This design comes from an exercise in tuning for small area, a short achievable clock period and few clock cycles per item on the open sky130 flow, not from production work. RTL that was checked went through simulation tests only; none was proved equivalent to the original.

// rounds_1
module rounds_1#(
   parameter integer SIZE_STATE = 160,
   parameter integer SIZE_KEY = 128,
   parameter integer PERM_SIZE = 40
) (
   input wire clk,
   input wire load,
   input wire next,
   input wire [SIZE_KEY-1:0] key,  
   output wire busy,
   output wire [SIZE_STATE-1:0] state_out
);
reg [SIZE_STATE-1:0] state;
reg [3:0] rc;       
reg i_busy;
reg rnd2;           
wire start = load | next;
wire last = (rc == 4'b0100) | (rc == 4'b0000);
wire [63:0] kh = !i_busy ? key[127:64] : (rnd2 ? key[63:0] : 64'd0);
wire [SIZE_STATE-1:0] kx;
genvar I;
generate
   for (I = 0; I < 32; I = I + 1) begin: kext
      assign kx[159-5*I -: 5] = {kh[63-2*I], kh[62-2*I], 3'b000};
   end
endgenerate
wire [SIZE_STATE-1:0] rnd_in = (load ? {SIZE_STATE{1'b0}} : state) ^ kx;
wire [SIZE_STATE-1:0] rnd_out;
round #(
   .SIZE_STATE(SIZE_STATE),
   .PERM_SIZE(PERM_SIZE)
) rnd_inst (
   .rnd_const(rc),
   .in(rnd_in),
   .out(rnd_out)
);
always @(posedge clk) begin
   if (start || i_busy) state <= rnd_out;
   rnd2 <= start;
   if (start) begin
  ...
==> flow/config.mk <==
export PLATFORM = sky130hd
export DESIGN_NAME = rounds_1
export DESIGN_NICKNAME = rounds_1
export VERILOG_FILES = /design/flow/design.v
export SDC_FILE = /design/flow/constraint.sdc
export NUM_CORES = 4
export LEC_CHECK = 0
export CAP_MARGIN = 20
export CORE_MARGIN = 2
export CORE_UTILIZATION = 40
export SETUP_SLACK_MARGIN = 3.7
export SLEW_MARGIN = 20
==> flow/constraint.sdc <==
create_clock -name core_clock -period 6.0 [get_ports {clk}]
set_input_delay 1.2000 -clock core_clock [delete_from_list [all_inputs] [get_ports {clk}]]
set_output_delay 1.2000 -clock core_clock [all_outputs]
set_load 0.01 [all_outputs]
run.sh (not shown) runs the stock make flow with config.mk's settings and CLKGATE_MAP_FILE= SYNTH_SCRIPT=/design/flow/synth_recipe.tcl, a recipe that flattens the netlist after the stock synthesis.
Testbench counts at the start, summed over its fixed seeds: cycles 61,440, items 4,096.
Rerun with:
--- a/flow/config.mk
+++ b/flow/config.mk
@@ -9,4 +9,3 @@
 export CORE_MARGIN = 2
 export CORE_UTILIZATION = 40
-export SETUP_SLACK_MARGIN = 3.7
 export SLEW_MARGIN = 20
What happened:
- The new run passed the timing, design-rule and antenna checks
- setup slack degrades by 1100 ps
- hold slack gains 55 ps
- wire length came out lower by 36%
- final area came out lower by 40%
- count of clock-buffer cells in the layout stays the same
- non-clock buffer count decreases by 698
- die area stays the same
- first-iteration DRC count went down by 40%
- clock skew fell by 5.6 ps


rounds_1 again, from the RTL that the note above started with.
clock: 6.0 ns
lec_check: 0
cap_margin: 20
core_margin: 2
core_utilization: 40
setup_slack_margin: 3.3
slew_margin: 20
The starting point finished clean.
Testbench counts at the start, summed over its fixed seeds: cycles 61,440, items 4,096.
Next try:
--- a/flow/config.mk
+++ b/flow/config.mk
@@ -9,4 +9,4 @@
 export CORE_MARGIN = 2
 export CORE_UTILIZATION = 40
-export SETUP_SLACK_MARGIN = 3.3
+export SETUP_SLACK_MARGIN = 3.0
 export SLEW_MARGIN = 20
After rerunning:
- clock skew hardly moves
- worst setup slack is worse by 0.14 ns
- design area goes down by about a fifth
- die area stays the same
- routed wire length goes down by about a fifth
- final cell count goes down by roughly a tenth
Next try:
--- a/flow/config.mk
+++ b/flow/config.mk
@@ -9,4 +9,4 @@
 export CORE_MARGIN = 2
 export CORE_UTILIZATION = 40
-export SETUP_SLACK_MARGIN = 3.0
+export SETUP_SLACK_MARGIN = 2.8
 export SLEW_MARGIN = 20
=>
- register-to-register slack is worse by 0.18 ns
- sequential cell count is unchanged
- final area falls by a few percent
- via count falls by a few percent
- die area stays the same
- utilization falls by 3.5 points
- routed wire length falls by a few percent
- synthesized area does not change
- global-route usage falls by 1.4 points


rounds_1, a different RTL version from the one above (not shown whole).
For scale: about 170 flip-flops, ~290 I/O pins, about 19000 µm² of cells after synthesis.
Settings: LEC_CHECK=0, CAP_MARGIN=20, CORE_MARGIN=2, CORE_UTILIZATION=40, SETUP_SLACK_MARGIN=3.6, SLEW_MARGIN=20; clock period 6.0 ns.
Change:
--- a/flow/config.mk
+++ b/flow/config.mk
@@ -11 +10,0 @@
-export SETUP_SLACK_MARGIN = 3.6
Non-clock buffer count decreases by 700.
Design area decreases by 40%.
Hold slack improved by 0.058 ns.
Clock-buffer cell count decreases by 4.
Clock skew increases by 0.0033 ns.
Routed wire length decreases by 32%.
Via count decreases by 22%.
Function was not checked in any run of this note: the RTL went through the layout flow alone.

-- afterwards: timing with drivers on the ports --
How much do the figures lean on ideal ports? The routed layouts below were timed once more, with nothing changed but the port constraints. Step 1: set_driving_cell puts a clkbuf_16 on clk and a buf_2 on each other input, an assumption about the parent block. Step 2 times the ports against the registers' clock, not the clock port: input delays grow and output delays shrink by t, the midpoint of the rising clock arrivals with the driver on. a / b / c = no drivers / after step 1 / after step 2; a / b = the first two.
run	shift t [ns]	slack for setup (ns)	worst register clock-pin slew, ns	worst data-port slew with drivers (ns)	pins driven straight from the clock port
the first run of note 1	0.523	3.051 / 2.666 / 2.143	0.08 / 0.08	0.54	1
the second run of note 1	0.511	1.931 / 1.961 / 1.450	0.08 / 0.08	0.05	1
the first run of note 2	0.514	3.136 / 2.914 / 2.400	0.08 / 0.08	0.32	1
the second run of note 2	0.512	2.992 / 2.799 / 2.286	0.08 / 0.08	0.26	1
the third run of note 2	0.499	2.877 / 2.780 / 2.280	0.07 / 0.07	0.18	1
the first run of note 3	0.535	2.866 / 2.517 / 1.982	0.08 / 0.08	0.44	1
the second run of note 3	0.528	1.809 / 1.846 / 1.319	0.09 / 0.09	0.04	1
After both steps every run listed still meets setup and hold. For the first run of note 1, which loses most, drivers alone change the setup slack by -0.385 ns; drivers and shift together by -0.908 ns.
